This design comes from an exercise in tuning for small area, a short achievable clock period and few clock cycles per item on the open sky130 flow, not from production work. Only simulation tests tie the RTL to the original design; equivalence was not proved. Power figures rest on the tool's default switching activity, not on a simulated workload.

## Mult
module Mult (MultStart, out_A, out_B, rst, clk, HI, LOW, EndMult);
	input wire MultStart;
	input wire [31:0] out_A;
	input wire [31:0] out_B;
	output wire [31:0] HI;
	output wire [31:0] LOW;
	input wire rst;
	input wire clk;
	output reg EndMult;
	always @(posedge clk) EndMult <= ~rst & MultStart;
	wire [32:0] bs;
	assign bs = {out_B, 1'b0};
	wire [32:0] ax = {out_A[31], out_A};
	wire [32:0] ax1 = {out_A, 1'b0};
	wire one0, two0;
	BoothEnc enc0 (.b(bs[2:0]), .one(one0), .two(two0));
	wire neg0 = bs[2] | ~(bs[1] | bs[0]);
	wire [31:0] pp0;
	wire pn0;
	BoothRowX row0 (.one(one0), .two(two0), .nx(bs[2]), .a(out_A), .p(pp0), .pn(pn0));
	wire one1, two1;
	BoothEnc enc1 (.b(bs[4:2]), .one(one1), .two(two1));
	wire neg1 = bs[4] | ~(bs[3] | bs[2]);
	wire [31:0] pp1;
	wire pn1;
	BoothRowX row1 (.one(one1), .two(two1), .nx(bs[4]), .a(out_A), .p(pp1), .pn(pn1));
	wire one2, two2;
	BoothEnc enc2 (.b(bs[6:4]), .one(one2), .two(two2));
	wire neg2 = bs[6] | ~(bs[5] | bs[4]);
  ...
Size: about 2300 cells after synthesis, roughly 120 flip-flops, about 26000 um^2 of cells after synthesis.
export LEC_CHECK = 0
export CAP_MARGIN = 20
export CORE_MARGIN = 2
export CORE_UTILIZATION = 40
export CTS_BUF_LIST = sky130_fd_sc_hd__clkbuf_4 sky130_fd_sc_hd__clkbuf_8
export SETUP_SLACK_MARGIN = 1.7
export SLEW_MARGIN = 20
export SYNTH_HIERARCHICAL = 1
export SYNTH_MINIMUM_KEEP_SIZE = 0
export TNS_END_PERCENT = 20
create_clock -name core_clock -period 6.5 [get_ports {clk}]
standard.sh (not shown) runs the stock make flow with config.mk's settings and CLKGATE_MAP_FILE= SYNTH_SCRIPT=/design/flow/synth_recipe.tcl, a recipe that flattens the netlist after the stock synthesis.
==> flow/flow/run.sh <==
#!/bin/bash
# The standard layout (the standard.sh: ORFS synthesis to finish), except that
# the port buffers are sky130_fd_sc_hd__buf_2 rather than the delay-cell buffer
# that buffer_ports picks by default. The make output goes to standard.log; ORFS
# keeps each step's own log under orfs/logs/.
set -uo pipefail
bash standard.sh "BUFFER_PORTS_ARGS=-buffer_cell sky130_fd_sc_hd__buf_2" finish > standard.log 2>&1
The starting point finished clean.
Testbench counts at the start, summed over its fixed seeds: cycles 960, items 960.
==> next run, changes <==
--- a/flow/config.mk
+++ b/flow/config.mk
@@ -11,2 +11 @@
-export CTS_BUF_LIST = sky130_fd_sc_hd__clkbuf_4 sky130_fd_sc_hd__clkbuf_8
-export SETUP_SLACK_MARGIN = 1.7
+export SETUP_SLACK_MARGIN = 1.5
@@ -16 +14,0 @@
-export TNS_END_PERCENT = 20
After rerunning: Fmax goes down by 2.4%; clock power goes up by 25%; via count goes down by 0.73%; core utilization goes down by 1.0 points; sequential share of layout area goes up by 0.17 points; die area does not change; synthesized area stays the same.
==> next run, changes <==
--- a/flow/config.mk
+++ b/flow/config.mk
@@ -10,0 +11,2 @@
+export CTS_BUF_LIST = sky130_fd_sc_hd__clkbuf_4 sky130_fd_sc_hd__clkbuf_8
+export PLACE_DENSITY = 0.8
@@ -14,0 +17 @@
+export TNS_END_PERCENT = 20
The changed run completed without violations. Final cell count climbs by 0.43%. Global-route usage came out lower by 1.2 points. Core utilization stays the same. Design area does not change. Clock-buffer cell count shrinks by 3. Via count went up by 2.0%. Die area stays the same. Worst hold slack loses 0.085 ns. Combinational power hardly moves. Worst setup slack got worse by 0.021 ns. Routed wire length went down by 4.0%.
==> next run, changes <==
--- a/flow/config.mk
+++ b/flow/config.mk
@@ -11,2 +10,0 @@
-export CTS_BUF_LIST = sky130_fd_sc_hd__clkbuf_4 sky130_fd_sc_hd__clkbuf_8
-export PLACE_DENSITY = 0.8
- The changed run went through all stages and came out clean
- wire length went up by a few percent
- power went down slightly
- sequential share of layout area stays flat
- utilization went down by 0.13 points
- count of clock-buffer cells in the layout went up by 3
- synthesized cell count stays the same

* * *

job 6160:
Starting RTL as in the previous note.
Settings: LEC_CHECK=0, CAP_MARGIN=20, CORE_MARGIN=2, CORE_UTILIZATION=40, CTS_BUF_LIST=sky130_fd_sc_hd__clkbuf_4 sky130_fd_sc_hd__clkbuf_8, SETUP_SLACK_MARGIN=1.5, SLEW_MARGIN=20, SYNTH_HIERARCHICAL=1, SYNTH_MINIMUM_KEEP_SIZE=0, TNS_END_PERCENT=20; clock period 6.5 ns.
Scripts as last shown in full above: flow/flow/run.sh
Testbench counts of job 6160, summed over its fixed seeds: cycles 960, items 960.
For job 4365, these inputs were changed with respect to job 6160:
==> flow/flow/run.sh <==
#!/bin/bash
# The standard layout (the standard.sh: ORFS synthesis to finish), except that
# the port buffers are sky130_fd_sc_hd__buf_4 rather than the delay-cell buffer
# that buffer_ports picks by default. The make output goes to standard.log; ORFS
# keeps each step's own log under orfs/logs/.
set -uo pipefail
bash standard.sh "BUFFER_PORTS_ARGS=-buffer_cell sky130_fd_sc_hd__buf_4" finish > standard.log 2>&1
-- flow/config.mk --
<<< job 6160, line 10
export CORE_UTILIZATION = 40
export CTS_BUF_LIST = sky130_fd_sc_hd__clkbuf_4 sky130_fd_sc_hd__clkbuf_8
export SETUP_SLACK_MARGIN = 1.5
export SLEW_MARGIN = 20
>>> job 4365, line 10
export CORE_UTILIZATION = 40
export SETUP_SLACK_MARGIN = 1.7
export SLEW_MARGIN = 20
<<< job 6160, line 15
export SYNTH_MINIMUM_KEEP_SIZE = 0
export TNS_END_PERCENT = 20
>>> job 4365, line 14
export SYNTH_MINIMUM_KEEP_SIZE = 0
Relative to job 6160, transition time of the tightest slew-check pin has decreased by 320 ps in job 4365.
Minimum clock period after layout ends up lower on job 4365.
Sum of met3 wire segment lengths after detailed routing is higher on job 4365
Modified inputs, job 9726 compared to job 4365
==> flow/flow/run.sh <==
#!/bin/bash
# The standard layout (the standard.sh: ORFS synthesis to finish), except that
# the port buffers are sky130_fd_sc_hd__buf_1 rather than the delay-cell buffer
# that buffer_ports picks by default. The make output goes to standard.log; ORFS
# keeps each step's own log under orfs/logs/.
set -uo pipefail
bash standard.sh "BUFFER_PORTS_ARGS=-buffer_cell sky130_fd_sc_hd__buf_1" finish > standard.log 2>&1
-- flow/config.mk --
<<< job 4365, line 10
export CORE_UTILIZATION = 40
export SETUP_SLACK_MARGIN = 1.7
export SLEW_MARGIN = 20
>>> job 9726, line 10
export CORE_UTILIZATION = 40
export SETUP_SLACK_MARGIN = 1.5
export SLEW_MARGIN = 20
==> notes.md <==
Time the final worst path needs with I/O delays and setup: lower on job 4365
Relative to job 4365, the global-route wire length before repair measured on job 9726 has increased slightly.
Detailed-route wire length per cell: job 4365 and job 9726 compared, higher one is job 4365
Looking at final critical-path share of the clock period across job 4365 and job 9726, the one that comes out lower is job 4365.
Final design instance area without fill on job 9726 is down relative to job 4365.
Maximum frequency on job 9726 is behind job 4365.
Comparing sequential share of layout area for job 4365 and job 9726, the smaller number came from job 4365.
Post-route worst hold slack (higher): job 9726
The following lists how job 210 was set up differently from job 9726:
==> flow/flow/run.sh <==
#!/bin/bash
# The standard layout (the standard.sh: ORFS synthesis to finish), except that
# the port buffers are sky130_fd_sc_hd__buf_4 rather than the delay-cell buffer
# that buffer_ports picks by default. The make output goes to standard.log; ORFS
# keeps each step's own log under orfs/logs/.
set -uo pipefail
bash standard.sh "BUFFER_PORTS_ARGS=-buffer_cell sky130_fd_sc_hd__buf_4" finish > standard.log 2>&1
-- flow/config.mk --
<<< job 9726, line 10
export CORE_UTILIZATION = 40
export SETUP_SLACK_MARGIN = 1.5
>>> job 210, line 10
export CORE_UTILIZATION = 40
export CTS_BUF_LIST = sky130_fd_sc_hd__clkbuf_4 sky130_fd_sc_hd__clkbuf_8
export SETUP_SLACK_MARGIN = 1.5
==> notes.md <==
- Job 210 did not stop at any stage, and its layout met the timing, design-rule and antenna checks.
- In the tables for job 210 and job 9726, final core utilization reads higher with job 9726.
- Looking at minimum setup slack in the final design across both flows, job 210 is the stronger of the two, with job 9726 trailing.
- Changes observed in job 210 relative to job 9726: number of cells upsized or downsized after cts went down 20; first-pass detailed-route iteration total fell 1.
- Job 9726 has lower proportion of power drawn by combinational gates than job 210.
- Between job 210 and job 9726, standby leakage power is higher for job 9726, job 210 comes in under that.
- On share of cell area taken by flip-flops and latches, job 210 and job 9726 are neck and neck.
- Source of the critical timing path: out_B[5] -> job 210, out_B[15] -> job 9726
- Met1 wire length: job 210 vs job 9726 down 1500 µm
- Job 210 -> job 9726: flip-flop and latch count flat

-- what the ideal ports hide --
The results above use ideal ports. As a check the final layouts listed here were re-extracted and re-timed, cells and wires unchanged. Step 1: set_driving_cell puts a clkbuf_16 on clk and a buf_2 on each other input, an assumption about the parent block. Step 2, shift: input delay + t, output delay - t, t = (earliest + latest rising clock arrival at the registers) / 2. This alone moves slack from input paths to output paths. Three values: ideal, step 1, step 2; two values: the first two.
run | shift t [ns] | setup slack, ns | hold WS [ns] | latest minus earliest clock arrival (ns) | worst slew at a driven data input, ns
the first run of note 1 | 0.620 | 1.679 / 1.619 / 1.145 | 0.889 / 0.853 / 1.473 | 0.025 / 0.026 | 0.08
the second run of note 1 | 0.548 | 1.559 / 1.597 / 1.049 | 0.961 / 0.927 / 1.475 | 0.019 / 0.020 | 0.08
the third run of note 1 | 0.621 | 1.538 / 1.538 / 0.946 | 0.876 / 0.839 / 1.461 | 0.026 / 0.027 | 0.08
the fourth run of note 1 | 0.546 | 1.555 / 1.586 / 1.043 | 0.964 / 0.932 / 1.478 | 0.013 / 0.013 | 0.07
job 6160 | 0.621 | 1.576 / 1.584 / 0.975 | 0.891 / 0.852 / 1.473 | 0.010 / 0.011 | 0.08
job 4365 | 0.554 | 1.701 / 1.640 / 1.109 | 0.956 / 0.925 / 1.479 | 0.014 / 0.014 | 0.18
job 9726 | 0.550 | 1.550 / 1.573 / 1.023 | 0.968 / 0.927 / 1.477 | 0.014 / 0.014 | 0.07
job 210 | 0.614 | 1.567 / 1.547 / 0.970 | 0.893 / 0.865 / 1.479 | 0.018 / 0.018 | 0.06
After both steps setup and hold are still met in every run listed. For job 6160, which loses most, drivers alone change the setup slack by +0.008 ns; drivers and shift together by -0.601 ns.
